What follows belongs to an exercise in optimizing a design on an open flow for small area, a short achievable clock period and few clock cycles; a production flow would make more cautious choices.
The RTL was checked by simulation tests, not by an equivalence proof against the original design.
Power figures rest on the tool's default switching activity, not on a simulated workload.

**flow/config.mk**
```make
export PLATFORM = sky130hd
export DESIGN_NAME = top
export DESIGN_NICKNAME = top
export VERILOG_FILES = /design/flow/design.v
export SDC_FILE = /design/flow/constraint.sdc
export NUM_CORES = 4
export LEC_CHECK = 0
export CAP_MARGIN = 20
export CORE_MARGIN = 2
export CORE_UTILIZATION = 45
export CTS_CLUSTER_DIAMETER = 100
export CTS_CLUSTER_SIZE = 25
export SLEW_MARGIN = 20
```
**flow/constraint.sdc**
```tcl
create_clock -name core_clock -period 8.0 [get_ports {clk}]
set_input_delay 1.6000 -clock core_clock [delete_from_list [all_inputs] [get_ports {clk}]]
set_output_delay 1.6000 -clock core_clock [all_outputs]
set_load 0.01 [all_outputs]
```
**flow/design.v**
```verilog
module top(
    input             clk,
    input             rst,
    input             read_n,
    input             start_in,
    input             valid_input,
    input      [7:0]  r_addr,
    input      [7:0]  X_load,
    output            ry,
    output     [8:0]  data_out,
    output            finish
);
  reg [1:0] ph;
  always @(posedge clk or negedge rst)
    if (!rst) ph <= 2'd2;
    else      ph <= ph + 2'd1;
  wire [1:0] col_head = 2'd0 - ph;    
  reg [3:0] sl;
  always @(posedge clk or negedge rst)
    if (!rst) sl <= 4'b0001;
    else      sl <= {sl[0], sl[3:1]};
  reg       loading;
  reg [4:0] cnt;
  reg [1:0] jslot;      
  reg       fin_r;
  always @(posedge clk or negedge rst)
    if (!rst) begin
      loading <= 1'b0;
      cnt     <= 5'd0;
      jslot   <= 2'd3;
      fin_r   <= 1'b0;
    end else begin
      fin_r <= valid_input & loading & (cnt == 5'd31);
      if (start_in) begin
        loading <= 1'b1;
        cnt     <= 5'd0;
        jslot   <= jslot + 2'd1;
      end else if (valid_input & loading) begin
        cnt <= cnt + 5'd1;
        if (cnt == 5'd31) loading <= 1'b0;
      end
    end
  reg [7:0] xb0, xb1, xb2, xb3;
  reg [2:0] kb0, kb1, kb2, kb3;
  reg [3:0] pend;
  wire       vin = valid_input & loading;
  wire [3:0] ld  = {4{vin}} & (4'b0001 << cnt[1:0]);
  always @(posedge clk) begin
    if (ld[0]) begin xb0 <= X_load; kb0 <= cnt[4:2]; end
    if (ld[1]) begin xb1 <= X_load; kb1 <= cnt[4:2]; end
    if (ld[2]) begin xb2 <= X_load; kb2 <= cnt[4:2]; end
    if (ld[3]) begin xb3 <= X_load; kb3 <= cnt[4:2]; end
  end
  always @(posedge clk or negedge rst)
    if (!rst) pend <= 4'd0;
    else      pend <= ld | (pend & ~sl);
  function [6:0] coef;
    input [1:0] c;
    input [2:0] k;
    begin
      case ({c, k})
        5'd0:  coef = 7'b1100011;
        5'd1:  coef = 7'b1000000;
        5'd2:  coef = 7'b0110110;
        5'd3:  coef = 7'b1001110;
        5'd4:  coef = 7'b1101101;
        5'd5:  coef = 7'b1010101;
        5'd6:  coef = 7'b1000011;
        5'd7:  coef = 7'b0100110;
        5'd8:  coef = 7'b1011010;
        5'd9:  coef = 7'b0110000;
        5'd10: coef = 7'b1001000;
        5'd11: coef = 7'b1110001;
        5'd12: coef = 7'b1101011;
        5'd13: coef = 7'b1110011;
        5'd14: coef = 7'b1111000;
        5'd15: coef = 7'b1101000;
        5'd16: coef = 7'b0000000;
        5'd17: coef = 7'b0000000;
        5'd18: coef = 7'b0001011;
        5'd19: coef = 7'b0100001;
        5'd20: coef = 7'b0000010;
        5'd21: coef = 7'b0110110;
        5'd22: coef = 7'b0101011;
        5'd23: coef = 7'b1000101;
        5'd24: coef = 7'b1110110;
        5'd25: coef = 7'b0100110;
        5'd26: coef = 7'b0101011;
        5'd27: coef = 7'b1101110;
        5'd28: coef = 7'b0101011;
        5'd29: coef = 7'b0010001;
        5'd30: coef = 7'b1000000;
        default: coef = 7'b1101101;
      endcase
    end
  endfunction
  function [9:0] digits;
    input [6:0] a;
    begin
      digits[2:0] = {a[1:0] == 2'd3, a[1:0] == 2'd2, a[1:0] == 2'd1};
      digits[5:3] = {a[3:2] == 2'd3, a[3:2] == 2'd2, a[3:2] == 2'd1};
      digits[8:6] = {a[5:4] == 2'd3, a[5:4] == 2'd2, a[5:4] == 2'd1};
      digits[9]   = a[6];
    end
  endfunction
  reg [7:0] xsel;
  reg [2:0] ksel;
  wire [3:0] sp = sl & pend;
  always @(*) begin
    xsel = ({8{sp[0]}} & xb0) | ({8{sp[1]}} & xb1) | ({8{sp[2]}} & xb2) | ({8{sp[3]}} & xb3);
    ksel = ({3{sl[0]}} & kb0) | ({3{sl[1]}} & kb1) | ({3{sl[2]}} & kb2) | ({3{sl[3]}} & kb3);
  end
  reg [7:0] xs;
  reg [9:0] x3s;
  reg [2:0] ks;
  reg       fs;
  reg       vs;
  always @(posedge clk) begin
    xs  <= xsel;
    x3s <= {2'b00, xsel} + {1'b0, xsel, 1'b0};
    ks  <= ksel;
    fs  <= (ksel == 3'd0);
  end
  always @(posedge clk or negedge rst)
    if (!rst) vs <= 1'b0;
    else      vs <= |sp;
  function [9:0] pp;
    input [2:0] d;
    input [7:0] x;
    input [9:0] x3;
    pp = ({10{d[0]}} & {2'b00, x}) | ({10{d[1]}} & {1'b0, x, 1'b0}) |
         ({10{d[2]}} & x3);
  endfunction
  function [29:0] csa4;
    input [9:0] dg;
    input [7:0] x;
    input [9:0] x3;
    reg [14:0] a, b, c, d, s1, c1, s2, c2;
    begin
      a  = {5'd0, pp(dg[2:0], x, x3)};
      b  = {3'd0, pp(dg[5:3], x, x3), 2'd0};
      c  = {1'd0, pp(dg[8:6], x, x3), 4'd0};
      d  = {1'd0, {8{dg[9]}} & x, 6'd0};
      s1 = a ^ b ^ c;
      c1 = {(a[13:0] & b[13:0]) | (a[13:0] & c[13:0]) | (b[13:0] & c[13:0]), 1'b0};
      s2 = s1 ^ c1 ^ d;
      c2 = {(s1[13:0] & c1[13:0]) | (s1[13:0] & d[13:0]) | (c1[13:0] & d[13:0]), 1'b0};
      csa4 = {c2, s2};
    end
  endfunction
  reg [29:0] cs0, cs1, cs2, cs3;
  wire       z1 = vs & fs;     
  always @(posedge clk) begin
    cs0 <= csa4(digits(coef(2'd0, ks)), xs, x3s);
    cs1 <= csa4(digits(coef(2'd1, ks)), xs, x3s);
    cs2 <= csa4(digits(coef(2'd2, ks)), xs, x3s);
    cs3 <= csa4(digits(coef(2'd3, ks)), xs, x3s);
  end
  reg v2;      
  reg sh;      
  always @(posedge clk or negedge rst)
    if (!rst) begin
      v2 <= 1'b0;
      sh <= 1'b0;
    end else begin
      v2 <= vs;
      sh <= vs & fs;
    end
  wire [1:0]  rsel;                    
  wire [17:0] h0, h1, h3;              
  wire [15:0] h2;
  wire [17:0] q0, q1, q3;              
  wire [15:0] q2;
  function [18:0] acc3;
    input [17:0] h;
    input [29:0] v;
    reg   [17:0] a, b, s, c;
    reg   [9:0]  lo;
    reg   [8:0]  hi;
    begin
      a   = {3'd0, v[14:0]};
      b   = {3'd0, v[29:15]};
      s   = h ^ a ^ b;
      c   = {(h[16:0] & a[16:0]) | (h[16:0] & b[16:0]) | (a[16:0] & b[16:0]), 1'b0};
      lo  = {1'b0, s[8:0]} + {1'b0, c[8:0]};
      hi  = s[17:9] + c[17:9];
      acc3 = {lo[9], hi, lo[8:0]};
    end
  endfunction
  wire [18:0] sum0 = acc3(h0, cs0);
  wire [18:0] sum1 = acc3(h1, cs1);
  wire [18:0] sum2 = acc3({2'd0, h2}, cs2);
  wire [18:0] sum3 = acc3(h3, cs3);
  ring_row #(.W(18)) u_row0 (.clk(clk), .mv(z1), .sel(rsel), .sum(sum0), .acc(h0), .head(q0));
  ring_row #(.W(18)) u_row1 (.clk(clk), .mv(z1), .sel(rsel), .sum(sum1), .acc(h1), .head(q1));
  ring_row #(.W(16)) u_row2 (.clk(clk), .mv(z1), .sel(rsel), .sum({sum2[18], sum2[15:0]}), .acc(h2), .head(q2));
  ring_row #(.W(18)) u_row3 (.clk(clk), .mv(z1), .sel(rsel), .sum(sum3), .acc(h3), .head(q3));
  reg [3:0] shd;
  always @(posedge clk or negedge rst)
    if (!rst)          shd <= 4'b1111;
    else if (start_in) shd <= 4'b0000;
    else if (sh)       shd <= shd | (4'b0001 << col_head);
  localparam S_IDLE = 2'd0, S_B0 = 2'd1, S_B1 = 2'd2, S_WAIT = 2'd3;
  reg [1:0]  st;
  reg [5:0]  pred;
  reg [1:0]  ra;        
  reg        ry_r;
  reg [8:0]  do_r;
  reg [8:0]  hi_r;      
  assign rsel = ra;
  reg [17:0] cap;
  always @(*) begin
    case (pred[3:2])
      2'd0: cap = q0;
      2'd1: cap = q1;
      2'd2: cap = {2'd0, q2};
      default: cap = q3;
    endcase
  end
  wire busy = ~&shd | ((jslot == pred[5:4]) & (loading | (|pend) | vs | v2));
  wire at_head = (col_head == pred[1:0]) & ~busy;
  wire [1:0] jslot_nx = jslot + {1'b0, start_in};
  reg  [5:0] pred_nx;
  always @(*) begin
    pred_nx = pred;
    if (st == S_IDLE && ~read_n) pred_nx = r_addr[5:0];
    else if (st == S_B0)         pred_nx = pred + 6'd1;
  end
  wire req = ~read_n;
  wire hit = (r_addr[5:0] == pred) & at_head;
  always @(posedge clk or negedge rst)
    if (!rst) begin
      st   <= S_IDLE;
      pred <= 6'd0;
      ra   <= 2'd3;
      ry_r <= 1'b0;
    end else begin
      pred <= pred_nx;
      ra   <= jslot_nx - pred_nx[5:4];
      case (st)
        S_IDLE: begin
          ry_r <= req & hit;
          if (req) st <= hit ? S_B0 : S_WAIT;
        end
        S_WAIT: begin
          ry_r <= at_head;
          if (at_head) st <= S_B0;
        end
        S_B0: begin
          ry_r <= 1'b1;
          st   <= S_B1;
        end
        default: begin
          ry_r <= 1'b0;
          st   <= S_IDLE;
        end
      endcase
    end
  always @(posedge clk) begin
    hi_r <= cap[17:9];
    do_r <= (st == S_B0) ? hi_r : cap[8:0];
  end
  assign ry       = ry_r;
  assign data_out = do_r;
  assign finish   = fin_r;
endmodule
module ring_row #(parameter W = 18) (
    input              clk,
    input              mv,
    input      [1:0]   sel,
    input      [W:0]   sum,
    output     [W-1:0] acc,
    output reg [W-1:0] head
);
  reg [W-1:0] a0, a1, a2, a3;
  reg [W-1:0] b0, b1, b2, b3;
  reg [W-1:0] c0, c1, c2, c3;
  reg [W-1:0] d0, d1, d2, d3;
  reg         cy;
  always @(posedge clk) begin
    a0 <= mv ? {W{1'b0}} : a1; a1 <= a2; a3 <= sum[W-1:0]; cy <= sum[W];
    a2 <= {a3[W-1:9] + {{(W-10){1'b0}}, cy}, a3[8:0]};
    b0 <= mv ? a1 : b1;        b1 <= b2; b2 <= b3; b3 <= b0;
    c0 <= mv ? b1 : c1;        c1 <= c2; c2 <= c3; c3 <= c0;
    d0 <= mv ? c1 : d1;        d1 <= d2; d2 <= d3; d3 <= d0;
  end
  assign acc = a0;
  always @(*) begin
    case (sel)
      2'd0: head = a0;
      2'd1: head = b0;
      2'd2: head = c0;
      default: head = d0;
    endcase
  end
endmodule
```
**flow/flow/run.sh**
```bash
#!/bin/bash
set -euo pipefail
bash standard.sh SETUP_SLACK_MARGIN=5.3 finish > flow_make.log 2>&1
```
**flow/standard.sh**
```bash
#!/bin/bash
# synth_recipe.tcl (not shown) runs the flow's synth.tcl, then flattens the netlist and writes it again
# the make line also repeats each setting of config.mk as NAME=value (left out here)
make -C /OpenROAD-flow-scripts/flow DESIGN_CONFIG=/design/flow/config.mk WORK_HOME=/design/flow/orfs CLKGATE_MAP_FILE= SYNTH_SCRIPT=/design/flow/synth_recipe.tcl "${@:-finish}"
```
==> results of run 1 <==
[through the flow]
stage,power [W],std cells
6_report,0.0114,4258
5_1_grt,0.0118,4257
4_1_cts,0.0115,4236
3_5_place_dp,0.00815,4156
3_3_place_gp,0.00813,4156
2_1_floorplan,0.00779,2980
[synthesized netlist by cell type, types with 6 or more instances]
cell type / number / area, µm²
sky130_fd_sc_hd__nand2_1: 93 / 349
sky130_fd_sc_hd__dfxtp_1: 1269 / 25400
sky130_fd_sc_hd__a222oi_1: 14 / 140
sky130_fd_sc_hd__a21oi_1: 65 / 325
sky130_fd_sc_hd__nor3_1: 15 / 75.1
sky130_fd_sc_hd__and2_1: 110 / 688
sky130_fd_sc_hd__and3_1: 22 / 138
sky130_fd_sc_hd__nor2_1: 77 / 289
sky130_fd_sc_hd__xor2_1: 29 / 254
sky130_fd_sc_hd__buf_1: 13 / 48.8
sky130_fd_sc_hd__a22oi_1: 27 / 203
sky130_fd_sc_hd__a21boi_0: 6 / 45.0
sky130_fd_sc_hd__dfstp_2: 10 / 263
sky130_fd_sc_hd__o211ai_1: 12 / 90.1
sky130_fd_sc_hd__nand3_1: 25 / 125
sky130_fd_sc_hd__clkbuf_1: 97 / 364
sky130_fd_sc_hd__a22o_1: 37 / 324
sky130_fd_sc_hd__o21ai_0: 65 / 325
sky130_fd_sc_hd__fa_1: 99 / 1980
sky130_fd_sc_hd__buf_2: 9 / 45.0
sky130_fd_sc_hd__ha_1: 150 / 1880
sky130_fd_sc_hd__dfrtp_1: 27 / 676
sky130_fd_sc_hd__nor2b_1: 27 / 169
sky130_fd_sc_hd__o21a_1: 7 / 52.6
sky130_fd_sc_hd__o21bai_1: 7 / 52.6
sky130_fd_sc_hd__xnor2_1: 71 / 622
sky130_fd_sc_hd__nand4_1: 12 / 75.1
sky130_fd_sc_hd__a21o_1: 15 / 113
sky130_fd_sc_hd__mux4_2: 69 / 1550
sky130_fd_sc_hd__inv_1: 86 / 323
sky130_fd_sc_hd__edfxtp_1: 44 / 1320
sky130_fd_sc_hd__o22ai_1: 15 / 93.8
sky130_fd_sc_hd__mux2_2: 243 / 2740
sky130_fd_sc_hd__a31oi_1: 11 / 68.8
sky130_fd_sc_hd__a221oi_1: 9 / 78.8
sky130_fd_sc_hd__mux2i_1: 33 / 330
[kinds of logic (layout without fill, tap and decap cells)]
kind of cell / after synthesis / count (layout)
muxes: 346 / 346
AOI/OAI and AO/OA: 317 / 317
xor gates and xnor gates: 100 / 100
other: 1 / 2
buffers and inverters: 217 / 239
and+or+nand+nor: 400 / 401
adders and majority gates: 249 / 249
DFF: 1350 / 1350
[placed cells by master (no fill, tap or decap), types with 8 or more instances in the layout]
cell type / netlist / final
sky130_fd_sc_hd__dfxtp_1: 1269 / 1260
sky130_fd_sc_hd__mux2_2: 243 / 243
sky130_fd_sc_hd__ha_1: 150 / 148
sky130_fd_sc_hd__and2_1: 110 / 104
sky130_fd_sc_hd__fa_1: 99 / 99
sky130_fd_sc_hd__nand2_1: 93 / 90
sky130_fd_sc_hd__inv_1: 86 / 84
sky130_fd_sc_hd__nor2_1: 77 / 72
sky130_fd_sc_hd__xnor2_1: 71 / 71
sky130_fd_sc_hd__mux4_2: 69 / 69
sky130_fd_sc_hd__o21ai_0: 65 / 64
sky130_fd_sc_hd__clkbuf_16: 0 / 63
sky130_fd_sc_hd__a21oi_1: 65 / 60
sky130_fd_sc_hd__edfxtp_1: 44 / 44
sky130_fd_sc_hd__a22o_1: 37 / 37
sky130_fd_sc_hd__buf_4: 4 / 34
sky130_fd_sc_hd__mux2i_1: 33 / 33
sky130_fd_sc_hd__xor2_1: 29 / 29
sky130_fd_sc_hd__nor2b_1: 27 / 26
sky130_fd_sc_hd__nand3_1: 25 / 25
sky130_fd_sc_hd__a22oi_1: 27 / 24
sky130_fd_sc_hd__dfrtp_1: 27 / 24
sky130_fd_sc_hd__and3_1: 22 / 22
sky130_fd_sc_hd__clkdlybuf4s50_1: 0 / 16
sky130_fd_sc_hd__a21o_1: 15 / 15
sky130_fd_sc_hd__o22ai_1: 15 / 15
sky130_fd_sc_hd__nor3_1: 15 / 14
sky130_fd_sc_hd__a222oi_1: 14 / 14
sky130_fd_sc_hd__o211ai_1: 12 / 12
sky130_fd_sc_hd__nand4_1: 12 / 12
sky130_fd_sc_hd__a31oi_1: 11 / 11
sky130_fd_sc_hd__a221oi_1: 9 / 9
sky130_fd_sc_hd__dfstp_2: 10 / 8
sky130_fd_sc_hd__buf_6: 5 / 8
[worst reg2reg max path: stages, from the launching register on]
cell,delay (ns)
sky130_fd_sc_hd__dfxtp_4,0.39
sky130_fd_sc_hd__buf_12,0.16
sky130_fd_sc_hd__nor2_2,0.31
sky130_fd_sc_hd__buf_4,0.27
sky130_fd_sc_hd__a221oi_1,0.10
sky130_fd_sc_hd__a31o_2,0.28
sky130_fd_sc_hd__fa_1,0.46
sky130_fd_sc_hd__fa_1,0.55
sky130_fd_sc_hd__inv_1,0.05
[per-layer routing]
layer,global-route usage,share of wire,up-vias
li1,-,-,10200
met3,0.0250,0.044,135
met5,0.00303,0.00048,-
met2,0.281,0.46,444
met4,0.0467,0.024,2
met1,0.242,0.47,10600
[layout make-up]
cell class | instances | area (µm²) | share of cell area
sequential | 1350 | 27700 | 0.606
multi-input combinational | 1414 | 13700 | 0.300
tap | 1254 | 1570 | 0.0344
clock buffer | 68 | 1560 | 0.0342
timing repair buffer | 75 | 734 | 0.0161
inverter | 89 | 350 | 0.00767
clock inverter | 5 | 46.3 | 0.00101
timing repair inverter | 2 | 10.0 | 0.000219
antenna | 1 | 2.50 | 0.0000548
[what timing repair did]
item | CTS | global route
gates cloned | 1 | 4
buffers inserted | 6 | 17
endpoints found under the setup margin | 130 | 43
resized for setup | 98 | 28
pin swaps | 1 | 3
[state kept, by name, summed over array words and instances, names as in the netlist, 24 cells and up, named ones only]
name and count:
cs0 25, cs1 24, cs2 25, cs3 25
[path summary, 6_finish.rpt]
path	start	end	slack, ns	cells after the start
max in group asynchronous	rst	sl[2]$_DFF_PN0_	6.38	1
worst min register to register	u_row0.b2[8]$_DFF_P_	u_row0.b1[8]$_DFF_P_	0.32	0
worst min-delay path	u_row0.b2[8]$_DFF_P_	u_row0.b1[8]$_DFF_P_	0.32	0
min in group asynchronous	rst	pred[1]$_DFFE_PN0P_	1.03	1
worst max register to register	ks[0]$_DFF_P_	cs3[7]$_DFF_P_	5.34	8
worst max-delay path	fin_r$_DFF_PN0_	finish	5.23	1
[report_power, final]
part           leakage [nW]  total [W]  internal [W]  switching (W)
Sequential             11.1    0.00702       0.00688       0.000138
Clock                 0.790    0.00336       0.00139        0.00197
Combinational          7.26   0.000992      0.000415       0.000577
==> impl_metrics.ini, run 1 <==
[status]
status = no timing/DRC/antenna violations

[floorplan]
dieHeight_um = 310
die_width_um = 310
die_area_mm2 = 0.0960
rows = 112
initial_utilization = 0.452
pin_count = 32
core-area_mm2 = 0.0930

[synth]
syn-instance-count = 2980
synth_compound_gate_area_share = 0.0507
yosysSeqAreaShare = 0.657
post_synth_num_cell_types = 61
synthesis_stage_register_bit_count = 1350
yosys_most_used_dff = sky130_fd_sc_hd__dfxtp_1
post_synth_xor_area_fraction = 0.0208
yosys_warnings = 3
synth-async-reset-ratio = 0.0274
muxShareOfSynthArea = 0.110
synth-adder-area-share = 0.0917
synth_area_per_cell_um2 = 14.1
synth_top_family_by_area = multiplexers
synth_simple_gate_area_share = 0.0484
synth.cell_area_mm2 = 0.0421
post_synth_net_total = 3250
synth_enable_flop_cells = 44

[global_routing]
grt_max_degree = 63
grt_pass1_vias = 21900
grt_first_pass_wirelength_um = 128000
grt.total_usage = 0.173
grt_antenna_before_repair = 2
global_route.overflow_total = 0

[setup_path]
crit_slowest_cell = sky130_fd_sc_hd__dfrtp_1
required_time_at_the_endpoint_of_the_critical_path_ns = 6.40
cp_data_arrival_time_ns = 1.17
critPathBufInv = 1
timing.critical_path.to_type = output pin
cp_top_family = flip-flops
slowest_delay_ns = 0.38
critical_path_peak_fanout = 1
cp_cell_sequence = buf_2
classification_of_the_worst_setup_path = register to output pin
worstSetupStartpointType = register

[job]
count_of_maximum_capacitance_violations = 0

[place]
place.port_buffers = 29
dpl-instance-area_mm2 = 0.0436
place_worst_setup_slack_ns = 4.33
detailedPlacementHpwl_um = 54300
finalWeightedCongestion = 0.839

[sta]
final_period_minus_worst_setup_slack_ns = 2.77
final_max_slew_violation_count = 0
worst_clock_skew_ns = 0.0158
hold_ws_ns = 0.324
setup_viol_count_final = 0
final_hold_viol_count = 0
unrepaired_setup_endpoints_after_global_routing = true
fmaxAchievable_mhz = 361
worst_slew_margin_rel = 0.329
totalNegativeSetupSlack_ns = 0
timing_worst_slew_pin_value_ns = 1.00
post-route-period-util = 0.347
final_critical_path_setup_slack_ns = 5.23

[finish]
final_cell_area_mm2 = 0.0457
post_synthesis_to_final_layout_area_growth_pct = 8.53
nNetsFinal = 3262
n_fill_cell = 7971
final_core_util = 0.491
drive_gt1_frac = 0.167

[clock_network]
clk_latency_ns = 0.66
cts-buffers-inserted = 60
cts-root-to-sink-buffers = 3
h-tree-depth = 2
cts.clk_slew.worst_paths_ns = 0.10
ctsHoldBuffers = 0
cts.sink_count = 1350
cts_tree = done
root_buffer = sky130_fd_sc_hd__clkbuf_16

[route]
first_pass_iters = 8
detail_route.iter0.violations = 1273
vias = 21300
wl_per_cell_um = 19.5
post_drt_via_cell_ratio = 5.01
drt_drc_violations_left = 0
final_antenna_net_count = 0
total_detailed_routing_wirelength_um = 82900

[min_path]
min-delay-path-class = register to register

[pwr]
power_density_mw_per_mm2 = 249
max-vdd-ir-drop_mv = 0.186
leakage_nw = 19.1
Testbench counts, summed over its fixed seeds: cycles 5,360.
==> inputs of run 2 (changes only) <==
--- a/flow/config.mk
+++ b/flow/config.mk
@@ -7,7 +7,7 @@
 export LEC_CHECK = 0
 export CAP_MARGIN = 20
 export CORE_MARGIN = 2
-export CORE_UTILIZATION = 45
+export CORE_UTILIZATION = 52
 export CTS_CLUSTER_DIAMETER = 100
 export CTS_CLUSTER_SIZE = 25
 export SLEW_MARGIN = 20
==> impl_metrics.ini, run 2 <==
[route]
met2RoutedLength_um = 37400
detail_route.iter0.violations = 1157
wl_per_cell_um = 20.1
route.layer.met1.wl_um = 39000
post_drt_via_cell_ratio = 5.20
met3_length_um = 2850
final_antenna_net_count = 0
highest_metal_layer_used_by_the_detailed_router = met4
first_pass_iters = 6
drt_drc_violations_left = 0
vias = 21100
total_detailed_routing_wirelength_um = 81600

[job]
count_of_maximum_capacitance_violations = 0

[setup_path]
cp_top_family = flip-flops
critPathBufInv = 1
timing.critical_path.to_type = output pin
classification_of_the_worst_setup_path = register to output pin
cp_data_arrival_time_ns = 1.17
worstSetupStartpointType = register
critical_path_peak_fanout = 1
slowest_delay_ns = 0.37
required_time_at_the_endpoint_of_the_critical_path_ns = 6.40
cp_cell_sequence = buf_2
worstSetupPathDepth = 1
worstRegToRegCells = 5
crit_slowest_cell = sky130_fd_sc_hd__dfrtp_1

[sta]
setup_viol_count_final = 0
unrepaired_setup_endpoints_after_global_routing = true
timing_worst_slew_pin_value_ns = 0.980
final_hold_viol_count = 0
final_critical_path_setup_slack_ns = 5.23
final_period_minus_worst_setup_slack_ns = 2.77
totalNegativeSetupSlack_ns = 0
worst_clock_skew_ns = 0.0397
fmaxAchievable_mhz = 361
post-route-period-util = 0.346
final_max_slew_violation_count = 0
worst_slew_margin_rel = 0.347

[global_routing]
global_route.overflow_total = 0
grt_max_degree = 75
grt_first_pass_wirelength_um = 128000
grt_pass1_vias = 22000
grt.total_usage = 0.199
grt_antenna_before_repair = 1

[pwr]
internal-power_w = 0.00871
post-layout-total-power_w = 0.0115
power_density_mw_per_mm2 = 252
max-vdd-ir-drop_mv = 0.169
switching_share = 0.240
clock_power_share = 0.293
leakage_nw = 19.1
comb_power_share = 0.092
power.sequential.fraction = 0.615
net-switching-power_w = 0.00275

[place]
finalWeightedCongestion = 0.867
detailedPlacementHpwl_um = 53400
place.port_buffers = 29
place_worst_setup_slack_ns = 4.27

[finish]
drive_gt1_frac = 0.168
layout_commonest_cell = sky130_fd_sc_hd__dfxtp_1
largestRegisters = cs0 x25, cs2 x25, cs3 x25
layout_common_cells = 1,256 x sky130_fd_sc_hd__dfxtp_1, 243 x sky130_fd_sc_hd__mux2_2, 148 x sky130_fd_sc_hd__ha_1, 104 x sky130_fd_sc_hd__and2_1, 99 x sky130_fd_sc_hd__fa_1
nNetsFinal = 3257
antenna_cells_inserted = 0
post_synthesis_to_final_layout_area_growth_pct = 8.04
n_fill_cell = 6472

[floorplan]
rows = 104
pin_count = 32
initial_utilization = 0.524
dieHeight_um = 288
die_width_um = 288
core-area_mm2 = 0.0803
die_area_mm2 = 0.0832

[synth]
synthesis_stage_register_bit_count = 1350
yosys_warnings = 3
netlist.top_cell.by_area = sky130_fd_sc_hd__dfxtp_1
post_synth_num_cell_types = 61
synth.top_cells.by_count = 1,269 x sky130_fd_sc_hd__dfxtp_1, 243 x sky130_fd_sc_hd__mux2_2, 150 x sky130_fd_sc_hd__ha_1
synth.top_cell.area_share = 0.604
synth_enable_flop_cells = 44
yosys-top-cells-area = sky130_fd_sc_hd__dfxtp_1 60%, sky130_fd_sc_hd__mux2_2 6.5%, sky130_fd_sc_hd__fa_1 4.7%
synth_area_per_cell_um2 = 14.1
yosysMostFrequentCell = sky130_fd_sc_hd__dfxtp_1
post_synth_net_total = 3250
syn-instance-count = 2980
synth.cell_area_mm2 = 0.0421
synth-async-reset-ratio = 0.0274
yosysSeqAreaShare = 0.657
yosys_most_used_dff = sky130_fd_sc_hd__dfxtp_1

[status]
status = no timing/DRC/antenna violations

[clock_network]
ctsHoldBuffers = 0
cts.sink_count = 1350
cts-root-to-sink-buffers = 3
root_buffer = sky130_fd_sc_hd__clkbuf_16
clk_latency_ns = 0.70
cts-buffers-inserted = 60
cts_tree = done
cts.clk_slew.worst_paths_ns = 0.09
h-tree-depth = 2

[min_path]
min-delay-path-class = register to register
holdPathStages = 0
run 2: cell counts after synthesis:
Identical to the previous run, type by type.
run 2: timing repair:
item / 4_1_cts / 5_1_grt
cloned: 3 / 0
pin swaps: 0 / 5
gates resized for setup: 104 / 38
setup endpoints to repair: 159 / 73
buffers inserted: 8 / 13
run 2: path summary, 6_finish.rpt:
check	to	slack (ns)	from
setup / recovery	finish	5.23	fin_r$_DFF_PN0_
hold / removal	u_row3.b1[0]$_DFF_P_	0.31	u_row3.b2[0]$_DFF_P_
setup reg to reg	do_r[7]$_DFF_P_	5.38	ra[0]$_DFF_PN1_
hold reg to reg	u_row3.b1[0]$_DFF_P_	0.31	u_row3.b2[0]$_DFF_P_
max in group asynchronous	pred[2]$_DFFE_PN0P_	6.37	rst
min in group asynchronous	ph[0]$_DFF_PN0_	1.04	rst
run 2: final cells by class:
cell class                      count  area (µm²)  share of cell area
Clock buffer                       68        1530              0.0337
Clock inverter                      5        72.6             0.00160
Inverter                           89         350             0.00770
Multi-Input combinational cell   1413       13700               0.302
Sequential cell                  1350       27700               0.609
Tap cell                         1060        1330              0.0292
Timing Repair Buffer               72         763              0.0168
Timing Repair inverter              1        5.00            0.000110
run 2: per-stage QoR:
step	instances	hold slack, ns	utilization	cell area [µm²]
2_1_floorplan	2980	0.310	-	42100
3_3_place_gp	3961	0.310	0.540	43300
3_5_place_dp	3961	0.312	0.540	43300
4_1_cts	4045	0.318	0.564	45300
5_1_grt	4058	0.325	0.566	45500
6_report	4058	0.315	0.566	45500
run 2: power by group through the flow:
| stage | clock [W] | combinational, W | sequential (W) |
|---|---|---|---|
| 2_1_floorplan | 0 | 0.000692 | 0.00710 |
| 3_3_place_gp | 0 | 0.000895 | 0.00728 |
| 3_5_place_dp | 0 | 0.000900 | 0.00728 |
| 4_1_cts | 0.00348 | 0.00107 | 0.00704 |
| 5_1_grt | 0.00370 | 0.00113 | 0.00706 |
| 6_report | 0.00336 | 0.00105 | 0.00704 |
run 2: cell families (layout without fill, tap and decap cells):
| family | count (synthesis) | after routing | share of synthesized area |
|---|---|---|---|
| flops | 1350 | 1350 | 0.657 |
| simple gates | 400 | 400 | 0.0484 |
| mux | 346 | 346 | 0.110 |
| compound gates | 317 | 317 | 0.0507 |
| fa+ha+maj | 249 | 249 | 0.0917 |
| buf+inv | 217 | 235 | 0.0209 |
| xor+xnor | 100 | 100 | 0.0208 |
| other cells | 1 | 1 | 0.0000891 |
run 2: metal layers:
metal  GRT usage  up-vias
li1            -    10100
met1       0.280    10500
met2       0.321      345
met3      0.0253      119
met4      0.0646        0
met5           0        -
==> inputs of run 3 (changes only) <==
--- a/flow/design.v
+++ b/flow/design.v
@@ -23,14 +23,14 @@
   reg [4:0] cnt;
   reg [1:0] jslot;      
   reg       fin_r;
+  always @(posedge clk)
+    fin_r <= rst & valid_input & loading & (cnt == 5'd31);
   always @(posedge clk or negedge rst)
     if (!rst) begin
       loading <= 1'b0;
       cnt     <= 5'd0;
       jslot   <= 2'd3;
-      fin_r   <= 1'b0;
     end else begin
-      fin_r <= valid_input & loading & (cnt == 5'd31);
       if (start_in) begin
         loading <= 1'b1;
         cnt     <= 5'd0;
@@ -233,29 +233,26 @@
       st   <= S_IDLE;
       pred <= 6'd0;
       ra   <= 2'd3;
-      ry_r <= 1'b0;
     end else begin
       pred <= pred_nx;
       ra   <= jslot_nx - pred_nx[5:4];
       case (st)
-        S_IDLE: begin
-          ry_r <= req & hit;
-          if (req) st <= hit ? S_B0 : S_WAIT;
-        end
-        S_WAIT: begin
-          ry_r <= at_head;
-          if (at_head) st <= S_B0;
-        end
-        S_B0: begin
-          ry_r <= 1'b1;
-          st   <= S_B1;
-        end
-        default: begin
-          ry_r <= 1'b0;
-          st   <= S_IDLE;
-        end
+        S_IDLE:  if (req) st <= hit ? S_B0 : S_WAIT;
+        S_WAIT:  if (at_head) st <= S_B0;
+        S_B0:    st <= S_B1;
+        default: st <= S_IDLE;
       endcase
     end
+  reg ry_nx;
+  always @(*) begin
+    case (st)
+      S_IDLE:  ry_nx = req & hit;
+      S_WAIT:  ry_nx = at_head;
+      S_B0:    ry_nx = 1'b1;
+      default: ry_nx = 1'b0;
+    endcase
+  end
+  always @(posedge clk) ry_r <= rst & ry_nx;
   always @(posedge clk) begin
     hi_r <= cap[17:9];
     do_r <= (st == S_B0) ? hi_r : cap[8:0];
--- a/flow/config.mk
+++ b/flow/config.mk
@@ -7,7 +7,7 @@
 export LEC_CHECK = 0
 export CAP_MARGIN = 20
 export CORE_MARGIN = 2
-export CORE_UTILIZATION = 52
+export CORE_UTILIZATION = 45
 export CTS_CLUSTER_DIAMETER = 100
 export CTS_CLUSTER_SIZE = 25
 export SLEW_MARGIN = 20
==> impl_metrics.ini, run 3 <==
[clock_network]
cts.clk_slew.worst_paths_ns = 0.09
cts_tree = done
ctsHoldBuffers = 0
cts-root-to-sink-buffers = 3
root_buffer = sky130_fd_sc_hd__clkbuf_16
cts.sink_count = 1350
h-tree-depth = 2
cts-buffers-inserted = 60
clk_latency_ns = 0.67

[synth]
yosysMostFrequentCell = sky130_fd_sc_hd__dfxtp_1
yosys-top-cells-area = sky130_fd_sc_hd__dfxtp_1 60%, sky130_fd_sc_hd__mux2_2 6.6%, sky130_fd_sc_hd__fa_1 4.7%
muxShareOfSynthArea = 0.109
post_synth_num_cell_types = 60
yosysSeqAreaShare = 0.657
synthesis_stage_register_bit_count = 1350
netlist.top_cell.by_area = sky130_fd_sc_hd__dfxtp_1
synth_area_per_cell_um2 = 14.1
syn-instance-count = 2993
synth-async-reset-ratio = 0.0259
synth.top_cells.by_count = 1,271 x sky130_fd_sc_hd__dfxtp_1, 246 x sky130_fd_sc_hd__mux2_2, 150 x sky130_fd_sc_hd__ha_1
synth_compound_gate_area_share = 0.0513
synth_simple_gate_area_share = 0.0492
yosys_warnings = 3
post_synth_net_total = 3263
synth.top_cell.area_share = 0.604
synth_enable_flop_cells = 44
synth-adder-area-share = 0.0916
synth_top_family_by_area = multiplexers
yosys_most_used_dff = sky130_fd_sc_hd__dfxtp_1
synth.cell_area_mm2 = 0.0421
post_synth_xor_area_fraction = 0.0208

[setup_path]
required_time_at_the_endpoint_of_the_critical_path_ns = 6.40
critical_path_peak_fanout = 1
slowest_delay_ns = 0.37
timing.critical_path.to_type = output pin
setup.worst_path.start = do_r[6]$_DFF_P_
cp_data_arrival_time_ns = 1.13
classification_of_the_worst_setup_path = register to output pin
worstSetupStartpointType = register
timing.rr.start = ks[0]$_DFF_P_
cp_top_family = flip-flops
reg2reg_slack_ns = 5.36
cp_cell_sequence = buf_6
critPathBufInv = 1
crit_slowest_cell = sky130_fd_sc_hd__dfxtp_4

[global_routing]
grt_pass1_vias = 22000
grt_antenna_before_repair = 2
grt_max_degree = 67
global_route.overflow_total = 0
grt.total_usage = 0.167
grt_first_pass_wirelength_um = 125000

[finish]
largestRegisters = cs0 x25, cs2 x25, cs3 x25
n_fill_cell = 7999
antenna_cells_inserted = 0
final_core_util = 0.490
nNetsFinal = 3259
layout_commonest_cell = sky130_fd_sc_hd__dfxtp_1
drive_gt1_frac = 0.163
layout_common_cells = 1,257 x sky130_fd_sc_hd__dfxtp_1, 246 x sky130_fd_sc_hd__mux2_2, 149 x sky130_fd_sc_hd__ha_1, 104 x sky130_fd_sc_hd__and2_1, 99 x sky130_fd_sc_hd__fa_1
layout.cells.non_filler = 4252
post_synthesis_to_final_layout_area_growth_pct = 8.31

[sta]
totalNegativeSetupSlack_ns = 0
setup_viol_count_final = 0
unrepaired_setup_endpoints_after_global_routing = true
final_period_minus_worst_setup_slack_ns = 2.73
post-route-period-util = 0.342
timing_worst_slew_pin_value_ns = 0.947
worst_clock_skew_ns = 0.0352
final_max_slew_violation_count = 0
fmaxAchievable_mhz = 366
worst_slew_margin_rel = 0.364
final_critical_path_setup_slack_ns = 5.27
final_hold_viol_count = 0

[route]
final_antenna_net_count = 0
post_drt_via_cell_ratio = 4.96
first_pass_iters = 6
total_detailed_routing_wirelength_um = 79900
drt_drc_violations_left = 0
wl_per_cell_um = 18.8
vias = 21100
detail_route.iter0.violations = 1263

[job]
count_of_maximum_capacitance_violations = 0

[floorplan]
dieHeight_um = 310
initial_utilization = 0.453
pin_count = 32
die_width_um = 310
rows = 112
die_area_mm2 = 0.0961
core-area_mm2 = 0.0930

[pwr]
max-vdd-ir-drop_mv = 0.191
power_density_mw_per_mm2 = 251
leakage_nw = 19.1
post-layout-total-power_w = 0.0114

[place]
place_worst_setup_slack_ns = 4.43
finalWeightedCongestion = 0.822
detailedPlacementHpwl_um = 52400
place.port_buffers = 29
placedCellCount = 4164

[status]
status = no timing/DRC/antenna violations

[min_path]
min-delay-path-class = register to register
worst_hold_startpoint = u_row0.c2[15]$_DFF_P_
run 3: report_power, final:
group	switching, W	leakage, nW	internal (W)
registers	0.000172	11.1	0.00689
logic	0.000591	7.22	0.000443
clock network	0.00196	0.784	0.00138
run 3: timing repair:
item,CTS,global route
gates resized for setup,102,30
pin swaps,2,2
setup buffers,9,4
cloned,1,3
endpoints found under the setup margin,159,48
run 3: cells by family (layout without fill, tap and decap cells):
group,Yosys count,after routing
AND/OR/NAND/NOR,405,405
other,1,1
AO/OA/AOI/OAI,323,323
buffers and inverters,219,224
multiplexers,346,346
XOR/XNOR,100,100
flip-flops,1350,1350
adder cells (fa/ha/maj),249,249
run 3: worst paths after layout:
kind	endpoint	cells after the start
worst min-delay path	u_row0.c1[15]$_DFF_P_	0
min in group asynchronous	v2$_DFF_PN0_	1
worst min register to register	u_row0.c1[15]$_DFF_P_	0
max in group asynchronous	pred[3]$_DFFE_PN0P_	1
worst max register to register	cs1[6]$_DFF_P_	9
worst max-delay path	data_out[6]	1
run 3: layer usage:
layer / track usage / part of all wire
met1: 0.235 / 0.47
met3: 0.0232 / 0.044
met2: 0.269 / 0.46
met4: 0.0442 / 0.025
met5: 0 / 0
run 3: per-stage QoR:
| stage | hold WS (ns) | instance area (µm²) |
|---|---|---|
| detailed placement | 0.312 | 43600 |
| global placement | 0.310 | 43600 |
| finish | 0.310 | 45600 |
| CTS | 0.319 | 45400 |
| global route | 0.327 | 45600 |
| floorplan | 0.310 | 42100 |
run 3: layout make-up:
class	count	area, µm²	area share
inverters	86	339	0.00743
repair buffers	67	734	0.0161
clock inverters	4	48.8	0.00107
clock buffers	67	1550	0.0340
flip-flops and latches	1350	27700	0.607
well taps	1254	1570	0.0344
multi-input cells	1424	13700	0.300
Testbench counts of run 3, summed over its fixed seeds: cycles 5,360.
==> inputs of run 4 (changes only) <==
--- a/flow/config.mk
+++ b/flow/config.mk
@@ -7,7 +7,7 @@
 export LEC_CHECK = 0
 export CAP_MARGIN = 20
 export CORE_MARGIN = 2
-export CORE_UTILIZATION = 45
+export CORE_UTILIZATION = 52
 export CTS_CLUSTER_DIAMETER = 100
 export CTS_CLUSTER_SIZE = 25
 export SLEW_MARGIN = 20
==> impl_metrics.ini, run 4 <==
[global_routing]
grt_antenna_before_repair = 2
grt_first_pass_wirelength_um = 125000
met3_usage = 0.0246
grt.total_usage = 0.193
grt.met2_usage = 0.311
grt_max_degree = 66
grt_most_used_layer = met2
grt_pass1_vias = 21800
global_route.overflow_total = 0
grt_use_met1 = 0.281

[setup_path]
worstSetupStartpointType = register
critical_path_peak_fanout = 1
slowest_delay_ns = 0.32
timing.critical_path.to_type = output pin
cp_cell_sequence = buf_2
worstRegToRegCells = 5
cp_top_family = flip-flops
critPathBufInv = 1
required_time_at_the_endpoint_of_the_critical_path_ns = 6.40
crit_slowest_cell = sky130_fd_sc_hd__dfxtp_1
cp_data_arrival_time_ns = 1.12
classification_of_the_worst_setup_path = register to output pin
worstSetupPathDepth = 1

[synth]
synth.top_cell.area_share = 0.604
synth.cell_area_mm2 = 0.0421
yosys_most_used_dff = sky130_fd_sc_hd__dfxtp_1
post_synth_num_cell_types = 60
yosys-top-cells-area = sky130_fd_sc_hd__dfxtp_1 60%, sky130_fd_sc_hd__mux2_2 6.6%, sky130_fd_sc_hd__fa_1 4.7%
syn-instance-count = 2993
synth-async-reset-ratio = 0.0259
synth_area_per_cell_um2 = 14.1
yosys_warnings = 3
synth_enable_flop_cells = 44
yosysSeqAreaShare = 0.657
yosysMostFrequentCell = sky130_fd_sc_hd__dfxtp_1
netlist.top_cell.by_area = sky130_fd_sc_hd__dfxtp_1
post_synth_net_total = 3263
synthesis_stage_register_bit_count = 1350
synth.top_cells.by_count = 1,271 x sky130_fd_sc_hd__dfxtp_1, 246 x sky130_fd_sc_hd__mux2_2, 150 x sky130_fd_sc_hd__ha_1

[sta]
final_critical_path_setup_slack_ns = 5.28
worst_clock_skew_ns = 0.0324
post-route-period-util = 0.340
final_hold_viol_count = 0
fmaxAchievable_mhz = 368
hold_ws_ns = 0.314
setup_viol_count_final = 0
totalNegativeSetupSlack_ns = 0
timing_worst_slew_pin_value_ns = 1.00
unrepaired_setup_endpoints_after_global_routing = true
final_period_minus_worst_setup_slack_ns = 2.72
final_max_slew_violation_count = 0
worst_slew_margin_rel = 0.330

[place]
finalWeightedCongestion = 0.842
place.port_buffers = 29
placedCellCount = 3969
detailedPlacementHpwl_um = 52500
place_worst_setup_slack_ns = 4.41
dpl-instance-area_mm2 = 0.0433

[pwr]
max-vdd-ir-drop_mv = 0.221
power_density_mw_per_mm2 = 252
clock_power_share = 0.295
net-switching-power_w = 0.00272
comb_power_share = 0.088
leakage_nw = 19.1
switching_share = 0.238
power.sequential.fraction = 0.617
internal-power_w = 0.00871

[clock_network]
h-tree-depth = 2
clk_latency_ns = 0.67
root_buffer = sky130_fd_sc_hd__clkbuf_16
cts-buffers-inserted = 60
cts_tree = done
cts-root-to-sink-buffers = 3
cts.sink_count = 1350
cts.clk_slew.worst_paths_ns = 0.09

[finish]
drive_gt1_frac = 0.163
largestRegisters = cs0 x25, cs2 x25, cs3 x25
nNetsFinal = 3264
final_cell_area_mm2 = 0.0454
layout_commonest_cell = sky130_fd_sc_hd__dfxtp_1
post_synthesis_to_final_layout_area_growth_pct = 7.82
n_fill_cell = 6446
layout.cells.non_filler = 4063
layout_common_cells = 1,262 x sky130_fd_sc_hd__dfxtp_1, 246 x sky130_fd_sc_hd__mux2_2, 150 x sky130_fd_sc_hd__ha_1, 104 x sky130_fd_sc_hd__and2_1, 99 x sky130_fd_sc_hd__fa_1

[floorplan]
dieHeight_um = 289
core-area_mm2 = 0.0804
rows = 104
pin_count = 32
die_width_um = 289
die_area_mm2 = 0.0833
initial_utilization = 0.524

[route]
final_antenna_net_count = 0
drt_drc_violations_left = 0
total_detailed_routing_wirelength_um = 80300
detail_route.iter0.violations = 1375
post_drt_via_cell_ratio = 5.18
vias = 21000
first_pass_iters = 8
wl_per_cell_um = 19.8

[status]
status = no timing/DRC/antenna violations

[job]
count_of_maximum_capacitance_violations = 0

[min_path]
holdPathStages = 0
min-delay-path-class = register to register
-- run 4: cells by family after synthesis --
group / share of synthesized area
buf+inv: 0.0213
compound gates: 0.0513
xor+xnor: 0.0208
other cells: 0.0000890
simple gates: 0.0492
mux: 0.109
fa+ha+maj: 0.0916
flops: 0.657
-- run 4: layout make-up --
cell class	count	area, µm²	share of cell area
diodes	1	2.50	0.0000551
clock buffers	67	1570	0.0346
clock inverters	3	76.3	0.00168
inverters	86	337	0.00741
multi-input cells	1424	13700	0.301
flip-flops and latches	1350	27700	0.610
well taps	1060	1330	0.0292
repair buffers	72	741	0.0163
-- run 4: power by group through the flow --
stage               registers [W]  clock network (W)  logic, W
floorplan                 0.00710                  0  0.000698
global placement          0.00724                  0  0.000943
detailed placement        0.00724                  0  0.000952
CTS                       0.00706            0.00349   0.00103
global route              0.00707            0.00373   0.00109
finish                    0.00705            0.00338   0.00101
-- run 4: final timing paths --
kind,from,end,slack [ns]
max,do_r[5]$_DFF_P_,data_out[5],5.28
min,u_row0.d3[1]$_DFF_P_,u_row0.d2[1]$_DFF_P_,0.31
max reg2reg,xs[7]$_DFF_P_,cs3[7]$_DFF_P_,5.36
min reg2reg,u_row0.d3[1]$_DFF_P_,u_row0.d2[1]$_DFF_P_,0.31
max in group asynchronous,rst,pred[3]$_DFFE_PN0P_,6.37
min in group asynchronous,rst,v2$_DFF_PN0_,1.04
-- run 4: timing repair --
action / CTS / global route
pin swaps: 0 / 5
hold buffers: 0 / 0
setup endpoints to repair: 169 / 83
cloned: 1 / 2
buffers inserted: 9 / 11
resized for setup: 90 / 27
-- run 4: layer usage --
| layer | wire length [µm] | part of all wire |
|---|---|---|
| met5 | 0 | 0 |
| met4 | 1460 | 0.018 |
| met3 | 2810 | 0.035 |
| met2 | 36700 | 0.46 |
| met1 | 39400 | 0.49 |
-- run 4: stage by stage --
| stage | power, W | util |
|---|---|---|
| 3_5_place_dp | 0.00819 | 0.539 |
| 2_1_floorplan | 0.00780 | - |
| 6_report | 0.0114 | 0.565 |
| 4_1_cts | 0.0116 | 0.562 |
| 3_3_place_gp | 0.00818 | 0.539 |
| 5_1_grt | 0.0119 | 0.565 |
==> inputs of run 5 (changes only) <==
==> flow/flow/run.sh (replaced) <==
#!/bin/bash
set -euo pipefail
bash standard.sh SETUP_SLACK_MARGIN=5.2 finish > flow_make.log 2>&1
==> impl_metrics.ini, run 5 <==
[status]
status = no timing/DRC/antenna violations

[global_routing]
grt_antenna_before_repair = 2
grt_pass1_vias = 21800
grt_first_pass_wirelength_um = 125000
grt_max_degree = 66
global_route.overflow_total = 0
grt.total_usage = 0.193

[sta]
fmaxAchievable_mhz = 366
final_period_minus_worst_setup_slack_ns = 2.73
post-route-period-util = 0.342
final_critical_path_setup_slack_ns = 5.27
totalNegativeSetupSlack_ns = 0
setup_viol_count_final = 0
final_max_slew_violation_count = 0
worst_clock_skew_ns = 0.0308
worst_slew_margin_rel = 0.231
unrepaired_setup_endpoints_after_global_routing = true
hold_ws_ns = 0.318
timing_worst_slew_pin_value_ns = 1.15
final_hold_viol_count = 0

[synth]
post_synth_net_total = 3263
yosysSeqAreaShare = 0.657
synthesis_stage_register_bit_count = 1350
post_synth_num_cell_types = 60
synth-async-reset-ratio = 0.0259
yosys-top-cells-area = sky130_fd_sc_hd__dfxtp_1 60%, sky130_fd_sc_hd__mux2_2 6.6%, sky130_fd_sc_hd__fa_1 4.7%
netlist.top_cell.by_area = sky130_fd_sc_hd__dfxtp_1
synth.top_cells.by_count = 1,271 x sky130_fd_sc_hd__dfxtp_1, 246 x sky130_fd_sc_hd__mux2_2, 150 x sky130_fd_sc_hd__ha_1
yosys_most_used_dff = sky130_fd_sc_hd__dfxtp_1
synth.cell_area_mm2 = 0.0421
yosys_warnings = 3
synth_area_per_cell_um2 = 14.1
syn-instance-count = 2993
yosysMostFrequentCell = sky130_fd_sc_hd__dfxtp_1
synth.top_cell.area_share = 0.604
synth_enable_flop_cells = 44

[clock_network]
clk_latency_ns = 0.67
cts.clk_slew.worst_paths_ns = 0.09
cts.sink_count = 1350
h-tree-depth = 2
cts-root-to-sink-buffers = 3
cts_tree = done
root_buffer = sky130_fd_sc_hd__clkbuf_16
cts-buffers-inserted = 60
ctsHoldBuffers = 0

[setup_path]
timing.critical_path.mode_cell = sky130_fd_sc_hd__fa_1
required_time_at_the_endpoint_of_the_critical_path_ns = 8.56
cp_data_arrival_time_ns = 3.29
reg2reg_slack_ns = 5.27
cp_cell_sequence = a221oi_1 > a31o_2 > fa_1 > fa_1 > inv_1
worstSetupStartpointType = register
critical_path_peak_fanout = 27
timing.critical_path.to_type = register
crit_slowest_cell = sky130_fd_sc_hd__dfxtp_1
slowest_delay_ns = 1.09
classification_of_the_worst_setup_path = register to register

[route]
post_drt_via_cell_ratio = 5.20
wl_per_cell_um = 19.7
final_antenna_net_count = 0
vias = 21100
first_pass_iters = 9
total_detailed_routing_wirelength_um = 79900
drt_drc_violations_left = 0
detail_route.iter0.violations = 1361

[floorplan]
pin_count = 32
die_area_mm2 = 0.0833
core-area_mm2 = 0.0804
dieHeight_um = 289
die_width_um = 289
rows = 104
initial_utilization = 0.524

[finish]
post_synthesis_to_final_layout_area_growth_pct = 7.38
drive_gt1_frac = 0.156
layout_common_cells = 1,266 x sky130_fd_sc_hd__dfxtp_1, 246 x sky130_fd_sc_hd__mux2_2, 150 x sky130_fd_sc_hd__ha_1, 105 x sky130_fd_sc_hd__and2_1, 99 x sky130_fd_sc_hd__fa_1
largestRegisters = cs0 x25, cs2 x25, cs3 x25
nNetsFinal = 3252
final_core_util = 0.562
layout_commonest_cell = sky130_fd_sc_hd__dfxtp_1
n_fill_cell = 6458

[place]
place_worst_setup_slack_ns = 4.41
detailedPlacementHpwl_um = 52500
finalWeightedCongestion = 0.842
place.port_buffers = 29

[pwr]
post-layout-total-power_w = 0.0114
max-vdd-ir-drop_mv = 0.219
power_density_mw_per_mm2 = 252
leakage_nw = 19.0

[min_path]
min-delay-path-class = register to register

[job]
count_of_maximum_capacitance_violations = 0
==> run 5: power breakdown <==
part	switching, W	internal, W	total, W
Sequential	0.000158	0.00689	0.00705
Clock	0.00197	0.00140	0.00337
Combinational	0.000583	0.000404	0.000987
==> run 5: cell families (layout without fill, tap and decap cells) <==
group,count (synthesis),count (layout),synth area share
mux,346,346,0.109
flops,1350,1350,0.657
other cells,1,3,0.0000890
compound gates,323,323,0.0513
fa+ha+maj,249,249,0.0916
buf+inv,219,216,0.0213
xor+xnor,100,100,0.0208
simple gates,405,405,0.0492
==> run 5: path summary, 6_finish.rpt <==
kind | startpoint | to | cells past startpoint
max | xs[6]$_DFF_P_ | cs3[6]$_DFF_P_ | 5
min | u_row3.c3[10]$_DFF_P_ | u_row3.c2[10]$_DFF_P_ | 0
max reg2reg | xs[6]$_DFF_P_ | cs3[6]$_DFF_P_ | 5
min reg2reg | u_row3.c3[10]$_DFF_P_ | u_row3.c2[10]$_DFF_P_ | 0
max in group asynchronous | rst | pred[3]$_DFFE_PN0P_ | 1
min in group asynchronous | rst | v2$_DFF_PN0_ | 1
==> run 5: worst max-delay path: cells and delay by family (launching register included) <==
family	cells	cell delay [ns]
buf+inv	1	0.04
fa+ha+maj	2	0.99
flops	1	1.09
compound gates	2	0.51
==> run 5: final cells by class <==
type                    count  area (µm²)  share of cell area
flip-flops and latches   1350       27700               0.612
multi-input cells        1424       13700               0.302
clock buffers              67        1570              0.0347
well taps                1060        1330              0.0293
repair buffers             60         598              0.0132
inverters                  86         330             0.00730
clock inverters             3        76.3             0.00169
diodes                      2        5.00            0.000111
==> run 5: metrics by stage <==
step | cell area [µm²] | cells
after global placement | 43300 | 3969
after CTS | 45100 | 4044
after floorplan | 42100 | 2993
final | 45200 | 4052
after global routing | 45200 | 4050
after detailed placement | 43300 | 3969
==> run 5: repair_timing <==
item / CTS / global route
buffers inserted: 4 / 5
endpoints found under the setup margin: 161 / 29
gates cloned: 1 / 1
resized for setup: 74 / 20
pin swaps: 0 / 3
==> run 5: metal layers <==
layer  global-route usage  vias up  wire length (µm)
met5                    0        -                 0
met4               0.0405        0              1430
met3               0.0242      108              2970
met2                0.311      368             36300
met1                0.280    10500             39200
li1                     -    10100                 -

-- static timing again, ports no longer ideal --
How much do the figures lean on ideal ports? The routed layouts below were timed once more, with nothing changed but the port constraints. Step 1 (the two cells are an assumption about what drives the block):
set clk [get_ports {clk}]
set_driving_cell -lib_cell sky130_fd_sc_hd__clkbuf_16 $clk
set_driving_cell -lib_cell sky130_fd_sc_hd__buf_2 [delete_from_list [all_inputs] $clk]
Step 2, shift: input delay + t, output delay - t, t = (earliest + latest rising clock arrival at the registers) / 2. This alone moves slack from input paths to output paths. Slacks: no drivers / after step 1 / after step 2; pairs: no drivers / after step 1.
run	t, ns	slack for setup (ns)	hold slack, ns	pins driven straight from the clock port
run 1	0.718	5.226 / 5.163 / 4.704	0.324 / 0.324 / 0.324	1
run 2	0.740	5.231 / 5.164 / 4.687	0.315 / 0.315 / 0.315	1
run 3	0.714	5.268 / 5.202 / 4.716	0.310 / 0.310 / 0.310	1
run 4	0.727	5.280 / 5.211 / 4.713	0.314 / 0.314 / 0.314	1
run 5	0.728	5.266 / 5.201 / 4.679	0.318 / 0.318 / 0.318	1
After both steps every run listed still meets setup and hold. For run 5, which loses most, drivers alone change the setup slack by -0.065 ns; drivers and shift together by -0.587 ns.
